Background: an optimization exercise with open tools, aiming at small area and a short achievable clock period. Do not read the settings as production practice. Power and IR drop assume default switching activity.

P:
==> flow/design.v <==
module VDC(
    input               clock,
    input               reset,    
    output logic [11:0] cnt,
    output logic [11:0] rev,
    output logic [11:0] nxt,      
    output logic        last      
);
logic [11:0] carry;
always_comb begin
    for (int i = 0; i < 12; i++) rev[i] = cnt[11-i];
end
assign carry[0] = 1'b1;
for (genvar i = 1; i < 12; i++) begin : g_carry
    assign carry[i] = &cnt[i-1:0];
end
assign nxt  = cnt ^ carry;
assign last = &cnt;
always_ff @(posedge clock)
    if (reset) cnt <= 12'd1;
    else       cnt <= nxt;
endmodule
module HWA(
    input [12:0]        in,
    input               clock_d,
    input               clock_s,
    output logic [12:0] out,
    output logic        done
);
localparam [10:0] SGN = 11'b01010001010;    
logic [11:0] l12 [0:21];
logic [9:0]  l10 [22:25];
logic [7:0]  l8  [26:29];
logic [5:0]  l6  [30:33];
logic [1:0]  l2  [34:37];
logic [11:0] q;       
logic [11:0] rq;      
logic        qlast;   
logic [10:0] seg2;    
logic [11:0] tapv;    
logic        sgn;     
logic        bit_r;   
VDC vdc(.clock(clock_d), .reset(clock_s), .cnt(q), .rev(rq), .nxt(), .last(qlast));
logic       nz10;     
logic [1:0] r34;
assign nz10 = |l6[33][3:0];
assign r34  = (l6[33][5:4] == 2'd3) ? 2'd3 : l6[33][5:4] + {1'b0, nz10};
logic [10:0] seg_n;
always_comb begin
    logic [11:0] ge;      
    ge[0]  = 1'b1;
    ge[1]  = q >= 12'd1;
    ge[2]  = q >= 12'd22;
    ge[3]  = q >= 12'd100;
    ge[4]  = q >= 12'd337;
    ge[5]  = q >= 12'd1280;
    ge[6]  = q >= 12'd2813;
    ge[7]  = q >= 12'd3755;
    ge[8]  = q >= 12'd3992;
    ge[9]  = q >= 12'd4070;
    ge[10] = q >= 12'd4091;
    ge[11] = q >= 12'd4094;   
    for (int s = 0; s < 11; s++) seg_n[s] = ge[s] & ~ge[s+1];
    seg_n[0] = seg_n[0] | ge[11];
end
logic [11:0] tapv_n;
always_comb
    tapv_n = ({12{seg2[0]}}  & {l2[37], 10'b0})
           | ({12{seg2[1]}}  & {l6[33], 6'b0})
           | ({12{seg2[2]}}  & {l8[29], 4'b0})
           | ({12{seg2[3]}}  & {l10[25], 2'b0})
           | ({12{seg2[4]}}  & l12[21])
           | ({12{seg2[5]}}  & l12[19])
           | ({12{seg2[6]}}  & {l12[17][11:1], 1'b0})
           | ({12{seg2[7]}}  & {l12[13][11:3], 3'b0})
           | ({12{seg2[8]}}  & {l12[9][11:5], 5'b0})
           | ({12{seg2[9]}}  & {l12[5][11:7], 7'b0})
           | ({12{seg2[10]}} & {l12[1][11:10], 10'b0});
logic gt;
always_comb begin
    logic [11:0] g1, e1;
    logic [5:0]  g2, e2;
    logic [2:0]  g3, e3;
    for (int i = 0; i < 12; i++) begin
        g1[i] = tapv[i] & ~rq[i];
        e1[i] = ~(tapv[i] ^ rq[i]);
    end
    for (int i = 0; i < 6; i++) begin
        g2[i] = g1[2*i+1] | (e1[2*i+1] & g1[2*i]);
        e2[i] = e1[2*i+1] & e1[2*i];
    end
    for (int i = 0; i < 3; i++) begin
        g3[i] = g2[2*i+1] | (e2[2*i+1] & g2[2*i]);
        e3[i] = e2[2*i+1] & e2[2*i];
    end
    gt = g3[2] | (e3[2] & g3[1]) | (e3[2] & e3[1] & g3[0]);
end
logic [12:0] acc_carry;
assign acc_carry[0] = bit_r;
for (genvar i = 1; i < 13; i++) begin : g_acc_carry
    assign acc_carry[i] = bit_r & (&out[i-1:0]);
end
always_ff @(posedge clock_d) begin
    if (clock_s) begin
        l12[0] <= in[11:0];
        for (int j = 1; j < 22; j++) l12[j] <= l12[j-1];
        l10[22] <= {l12[21][11:3], |l12[21][2:0]};
        for (int j = 23; j < 26; j++) l10[j] <= l10[j-1];
        l8[26] <= {l10[25][9:3], |l10[25][2:0]};
        for (int j = 27; j < 30; j++) l8[j] <= l8[j-1];
        l6[30] <= {l8[29][7:3], |l8[29][2:0]};
        for (int j = 31; j < 34; j++) l6[j] <= l6[j-1];
        l2[34] <= r34;
        for (int j = 35; j < 38; j++) l2[j] <= l2[j-1];
    end
end
always_ff @(posedge clock_d) begin
    if (clock_s) begin
        out   <= 13'd0;
        done  <= 1'b0;
        seg2  <= 11'd1;                    
        tapv  <= {l2[36], 10'b0};          
        sgn   <= SGN[0];
        bit_r <= |l2[36];                  
    end else begin
        out   <= out ^ acc_carry;
        done  <= qlast;
        seg2  <= seg_n;
        tapv  <= tapv_n;
        sgn   <= |(seg2 & SGN);
        bit_r <= gt ^ sgn;
    end
end
endmodule
export LEC_CHECK = 0
export CAP_MARGIN = 20
export CORE_MARGIN = 2
export CORE_UTILIZATION = 40
export CTS_CLUSTER_DIAMETER = 100
export CTS_CLUSTER_SIZE = 28
export SETUP_SLACK_MARGIN = 4.1
export SLEW_MARGIN = 20
export SYNTH_MEMORY_MAX_BITS = 32768
create_clock -name core_clock -period 6.5 [get_ports {clock_d}]
run.sh (not shown) runs the stock make flow with config.mk's settings and CLKGATE_MAP_FILE= SYNTH_SCRIPT=/design/flow/synth_recipe.tcl, a recipe that flattens the netlist after the stock synthesis.
P did not stop at any stage, and its layout met the timing, design-rule and antenna checks.
Input-level comparison between S and P:
==> flow/design.v, changed modules only <==
module HWA(
    input [12:0]        in,
    input               clock_d,
    input               clock_s,
    output logic [12:0] out,
    output logic        done
);
localparam [10:0] SGN = 11'b01010001010;    
logic [11:0] l12 [0:21];
logic [9:0]  l10 [22:25];
logic [7:0]  l8  [26:29];
logic [5:0]  l6  [30:33];
logic [1:0]  l2  [34:37];
logic [11:0] q;       
logic [11:0] rq;      
logic        qlast;   
logic [11:0] tapv;    
logic        sgn;     
logic        bit_r;   
VDC vdc(.clock(clock_d), .reset(clock_s), .cnt(q), .rev(rq), .nxt(), .last(qlast));
logic       nz10;     
logic [1:0] r34;
assign nz10 = |l6[33][3:0];
assign r34  = (l6[33][5:4] == 2'd3) ? 2'd3 : l6[33][5:4] + {1'b0, nz10};
logic [10:0] seg2;
always_comb begin
    logic [11:0] ge;      
    ge[0]  = 1'b1;
    ge[1]  = q >= 12'd2;
    ge[2]  = q >= 12'd23;
    ge[3]  = q >= 12'd101;
    ge[4]  = q >= 12'd338;
    ge[5]  = q >= 12'd1281;
    ge[6]  = q >= 12'd2814;
    ge[7]  = q >= 12'd3756;
    ge[8]  = q >= 12'd3993;
    ge[9]  = q >= 12'd4071;
    ge[10] = q >= 12'd4092;
    ge[11] = q == 12'd4095;   
    for (int s = 0; s < 11; s++) seg2[s] = ge[s] & ~ge[s+1];
    seg2[0] = seg2[0] | ge[11];
end
logic [11:0] tapv_n;
always_comb
    tapv_n = ({12{seg2[0]}}  & {l2[37], 10'b0})
           | ({12{seg2[1]}}  & {l6[33], 6'b0})
           | ({12{seg2[2]}}  & {l8[29], 4'b0})
           | ({12{seg2[3]}}  & {l10[25], 2'b0})
           | ({12{seg2[4]}}  & l12[21])
           | ({12{seg2[5]}}  & l12[19])
           | ({12{seg2[6]}}  & {l12[17][11:1], 1'b0})
           | ({12{seg2[7]}}  & {l12[13][11:3], 3'b0})
           | ({12{seg2[8]}}  & {l12[9][11:5], 5'b0})
           | ({12{seg2[9]}}  & {l12[5][11:7], 7'b0})
           | ({12{seg2[10]}} & {l12[1][11:10], 10'b0});
logic gt;
always_comb begin
    logic [11:0] g1, e1;
    logic [5:0]  g2, e2;
    logic [2:0]  g3, e3;
    for (int i = 0; i < 12; i++) begin
        g1[i] = tapv[i] & ~rq[i];
        e1[i] = ~(tapv[i] ^ rq[i]);
    end
    for (int i = 0; i < 6; i++) begin
        g2[i] = g1[2*i+1] | (e1[2*i+1] & g1[2*i]);
        e2[i] = e1[2*i+1] & e1[2*i];
    end
    for (int i = 0; i < 3; i++) begin
        g3[i] = g2[2*i+1] | (e2[2*i+1] & g2[2*i]);
        e3[i] = e2[2*i+1] & e2[2*i];
    end
    gt = g3[2] | (e3[2] & g3[1]) | (e3[2] & e3[1] & g3[0]);
end
logic [12:0] acc_carry;
assign acc_carry[0] = bit_r;
for (genvar i = 1; i < 13; i++) begin : g_acc_carry
    assign acc_carry[i] = bit_r & (&out[i-1:0]);
end
always_ff @(posedge clock_d) begin
    if (clock_s) begin
        l12[0] <= in[11:0];
        for (int j = 1; j < 22; j++) l12[j] <= l12[j-1];
        l10[22] <= {l12[21][11:3], |l12[21][2:0]};
        for (int j = 23; j < 26; j++) l10[j] <= l10[j-1];
        l8[26] <= {l10[25][9:3], |l10[25][2:0]};
        for (int j = 27; j < 30; j++) l8[j] <= l8[j-1];
        l6[30] <= {l8[29][7:3], |l8[29][2:0]};
        for (int j = 31; j < 34; j++) l6[j] <= l6[j-1];
        l2[34] <= r34;
        for (int j = 35; j < 38; j++) l2[j] <= l2[j-1];
    end
end
always_ff @(posedge clock_d) begin
    if (clock_s) begin
        out   <= 13'd0;
        done  <= 1'b0;
        tapv  <= {l2[36], 10'b0};          
        sgn   <= SGN[0];
        bit_r <= |l2[36];                  
    end else begin
        out   <= out ^ acc_carry;
        done  <= qlast;
        tapv  <= tapv_n;
        sgn   <= |(seg2 & SGN);
        bit_r <= gt ^ sgn;
    end
end
endmodule
Final critical-path share of the clock period on S is up relative to P. Relative to P, sum of met3 wire segment lengths after detailed routing decreased by 1.1% in S. S against P; maximum number of pins on one net before global-route repair is up by more than 10%. Delta (S minus P): power per cell area lost 1.8%, clock-buffer cell count lost 6.3%, proportion of power drawn by the clock network picked up an extra 0.7 points. Post-route worst setup slack: S < P. Between P and S, the difference in final routed wirelength across all metal layers is negligible.
Function was not checked in any run of this note: the RTL went through the layout flow alone.

* * *

HWA, a different RTL version from the one above (not shown whole).
Size in the first run: roughly 700 cells after synthesis, ~410 flip-flops, about 29 I/O pins.
==> module HWA, before the edit <==
module HWA(
    input [12:0]        in,
    input               clock_d,
    input               clock_s,
    output logic [12:0] out,
    output logic        done
);
localparam [10:0] SGN = 11'b01010001010;    
logic [11:0] l12 [0:21];
logic [9:0]  l10 [22:25];
logic [7:0]  l8  [26:29];
logic [5:0]  l6  [30:33];
logic [1:0]  l2  [34:37];
logic [11:0] q;       
logic [11:0] rq;      
logic        qlast;   
logic [11:0] tapv;    
logic        sgn;     
logic        bit_r;   
VDC vdc(.clock(clock_d), .reset(clock_s), .cnt(q), .rev(rq), .nxt(), .last(qlast));
logic       nz10;     
logic [1:0] r34;
assign nz10 = |l6[33][3:0];
assign r34  = (l6[33][5:4] == 2'd3) ? 2'd3 : l6[33][5:4] + {1'b0, nz10};
logic [10:0] seg2;
always_comb begin
    logic [11:0] ge;      
    ge[0]  = 1'b1;
    ge[1]  = q >= 12'd2;
    ge[2]  = q >= 12'd23;
    ge[3]  = q >= 12'd101;
    ge[4]  = q >= 12'd338;
    ge[5]  = q >= 12'd1281;
    ge[6]  = q >= 12'd2814;
    ge[7]  = q >= 12'd3756;
    ge[8]  = q >= 12'd3993;
    ge[9]  = q >= 12'd4071;
    ge[10] = q >= 12'd4092;
    ge[11] = q == 12'd4095;   
    for (int s = 0; s < 11; s++) seg2[s] = ge[s] & ~ge[s+1];
    seg2[0] = seg2[0] | ge[11];
end
logic [11:0] tapv_n;
always_comb
    tapv_n = ({12{seg2[0]}}  & {l2[37], 10'b0})
           | ({12{seg2[1]}}  & {l6[33], 6'b0})
           | ({12{seg2[2]}}  & {l8[29], 4'b0})
           | ({12{seg2[3]}}  & {l10[25], 2'b0})
           | ({12{seg2[4]}}  & l12[21])
           | ({12{seg2[5]}}  & l12[19])
           | ({12{seg2[6]}}  & l12[17])
           | ({12{seg2[7]}}  & l12[13])
           | ({12{seg2[8]}}  & l12[9])
           | ({12{seg2[9]}}  & l12[5])
           | ({12{seg2[10]}} & l12[1]);
logic gt;
always_comb begin
    logic [11:0] g1, e1;
    logic [5:0]  g2, e2;
    logic [2:0]  g3, e3;
    for (int i = 0; i < 12; i++) begin
        g1[i] = tapv[i] & ~rq[i];
        e1[i] = ~(tapv[i] ^ rq[i]);
    end
    for (int i = 0; i < 6; i++) begin
        g2[i] = g1[2*i+1] | (e1[2*i+1] & g1[2*i]);
        e2[i] = e1[2*i+1] & e1[2*i];
    end
    for (int i = 0; i < 3; i++) begin
        g3[i] = g2[2*i+1] | (e2[2*i+1] & g2[2*i]);
        e3[i] = e2[2*i+1] & e2[2*i];
    end
    gt = g3[2] | (e3[2] & g3[1]) | (e3[2] & e3[1] & g3[0]);
end
logic [12:0] acc_carry;
assign acc_carry[0] = bit_r;
for (genvar i = 1; i < 13; i++) begin : g_acc_carry
    assign acc_carry[i] = bit_r & (&out[i-1:0]);
end
always_ff @(posedge clock_d) begin
    if (clock_s) begin
        l12[0] <= in[11:0];
        for (int j = 1; j < 22; j++) l12[j] <= l12[j-1];
        l10[22] <= {l12[21][11:3], |l12[21][2:0]};
        for (int j = 23; j < 26; j++) l10[j] <= l10[j-1];
        l8[26] <= {l10[25][9:3], |l10[25][2:0]};
        for (int j = 27; j < 30; j++) l8[j] <= l8[j-1];
        l6[30] <= {l8[29][7:3], |l8[29][2:0]};
        for (int j = 31; j < 34; j++) l6[j] <= l6[j-1];
        l2[34] <= r34;
        for (int j = 35; j < 38; j++) l2[j] <= l2[j-1];
    end
end
always_ff @(posedge clock_d) begin
    if (clock_s) begin
        out   <= 13'd0;
        done  <= 1'b0;
        tapv  <= {l2[36], 10'b0};          
        sgn   <= SGN[0];
        bit_r <= |l2[36];                  
    end else begin
        out   <= out ^ acc_carry;
        done  <= qlast;
        tapv  <= tapv_n;
        sgn   <= |(seg2 & SGN);
        bit_r <= gt ^ sgn;
    end
end
endmodule
clock: 6.5 ns
lec_check: 0
cap_margin: 20
core_margin: 2
core_utilization: 40
cts_cluster_diameter: 100
cts_cluster_size: 28
setup_slack_margin: 4.1
slew_margin: 20
synth_memory_max_bits: 32768
The first run went through all stages and came out clean.
Rerun with:
--- a/flow/design.v
+++ b/flow/design.v
@@ -37,6 +37,6 @@
 logic [11:0] rq;      
 logic        qlast;   
+logic [10:0] seg1;    
 logic [11:0] tapv;    
-logic        sgn;     
 logic        bit_r;   
 VDC vdc(.clock(clock_d), .reset(clock_s), .cnt(q), .rev(rq), .nxt(), .last(qlast));
@@ -45,5 +45,5 @@
 assign nz10 = |l6[33][3:0];
 assign r34  = (l6[33][5:4] == 2'd3) ? 2'd3 : l6[33][5:4] + {1'b0, nz10};
-logic [10:0] seg2;
+logic [10:0] seg_n;
 always_comb begin
     logic [11:0] ge;      
@@ -60,20 +60,19 @@
     ge[10] = q >= 12'd4092;
     ge[11] = q == 12'd4095;   
-    for (int s = 0; s < 11; s++) seg2[s] = ge[s] & ~ge[s+1];
-    seg2[0] = seg2[0] | ge[11];
+    for (int s = 0; s < 11; s++) seg_n[s] = ge[s] & ~ge[s+1];
+    seg_n[0] = seg_n[0] | ge[11];
 end
-logic [11:0] tapv_n;
 always_comb
-    tapv_n = ({12{seg2[0]}}  & {l2[37], 10'b0})
-           | ({12{seg2[1]}}  & {l6[33], 6'b0})
-           | ({12{seg2[2]}}  & {l8[29], 4'b0})
-           | ({12{seg2[3]}}  & {l10[25], 2'b0})
-           | ({12{seg2[4]}}  & l12[21])
-           | ({12{seg2[5]}}  & l12[19])
-           | ({12{seg2[6]}}  & l12[17])
-           | ({12{seg2[7]}}  & l12[13])
-           | ({12{seg2[8]}}  & l12[9])
-           | ({12{seg2[9]}}  & l12[5])
-           | ({12{seg2[10]}} & l12[1]);
+    tapv   = ({12{seg1[0]}}  & {l2[37], 10'b0})
+           | ({12{seg1[1]}}  & {l6[33], 6'b0})
+           | ({12{seg1[2]}}  & {l8[29], 4'b0})
+           | ({12{seg1[3]}}  & {l10[25], 2'b0})
+           | ({12{seg1[4]}}  & l12[21])
+           | ({12{seg1[5]}}  & l12[19])
+           | ({12{seg1[6]}}  & {l12[17][11:1], 1'b0})
+           | ({12{seg1[7]}}  & {l12[13][11:3], 3'b0})
+           | ({12{seg1[8]}}  & {l12[9][11:5], 5'b0})
+           | ({12{seg1[9]}}  & {l12[5][11:7], 7'b0})
+           | ({12{seg1[10]}} & {l12[1][11:10], 10'b0});
 logic gt;
 always_comb begin
@@ -118,13 +117,11 @@
         out   <= 13'd0;
         done  <= 1'b0;
-        tapv  <= {l2[36], 10'b0};          
-        sgn   <= SGN[0];
+        seg1  <= 11'd1;                    
         bit_r <= |l2[36];                  
     end else begin
         out   <= out ^ acc_carry;
         done  <= qlast;
-        tapv  <= tapv_n;
-        sgn   <= |(seg2 & SGN);
-        bit_r <= gt ^ sgn;
+        seg1  <= seg_n;
+        bit_r <= gt ^ |(seg1 & SGN);
     end
 end
Worst setup slack loses 0.19 ns; power drops by about 0.7%; combinational power decreases by about 10%; design area came out lower by 3.6%; sequential share of layout area came out higher by 2.6 points; area after synthesis is lower by 3.2%; global-route usage fell by 0.86 points; count of clock-buffer cells in the layout came out higher by 1; first-iteration DRC count is lower by about 30%; via count goes down by 7.5%.
No functional check of the RTL was part of any run of this note.

[afterwards: timing with drivers on the ports]
How much do the figures lean on ideal ports? The routed layouts below were timed once more, with nothing changed but the port constraints. Step 1 assumes that a clkbuf_16 drives the clock port and a buf_2 every other input. Step 2 also shifts input and output timing later by t, the mid clock arrival at the registers, as if the neighbouring blocks saw the same clock. Slacks: ideal ports / drivers / drivers and shift; pairs: ideal ports / drivers.
| run | shift t [ns] | slack for setup (ns) | worst register clock-pin slew, ns |
|---|---|---|---|
| P | 0.559 | 4.162 / 4.115 / 3.668 | 0.11 / 0.11 |
| S | 0.557 | 4.139 / 4.091 / 3.593 | 0.10 / 0.10 |
| the first run of note 2 | 0.567 | 4.171 / 4.127 / 3.696 | 0.11 / 0.11 |
| the second run of note 2 | 0.560 | 3.986 / 3.986 / 3.650 | 0.11 / 0.11 |
After both steps every run listed still meets setup and hold. The setup slack of S, which loses most, moves by -0.048 ns with the drivers and by -0.546 ns with both steps.
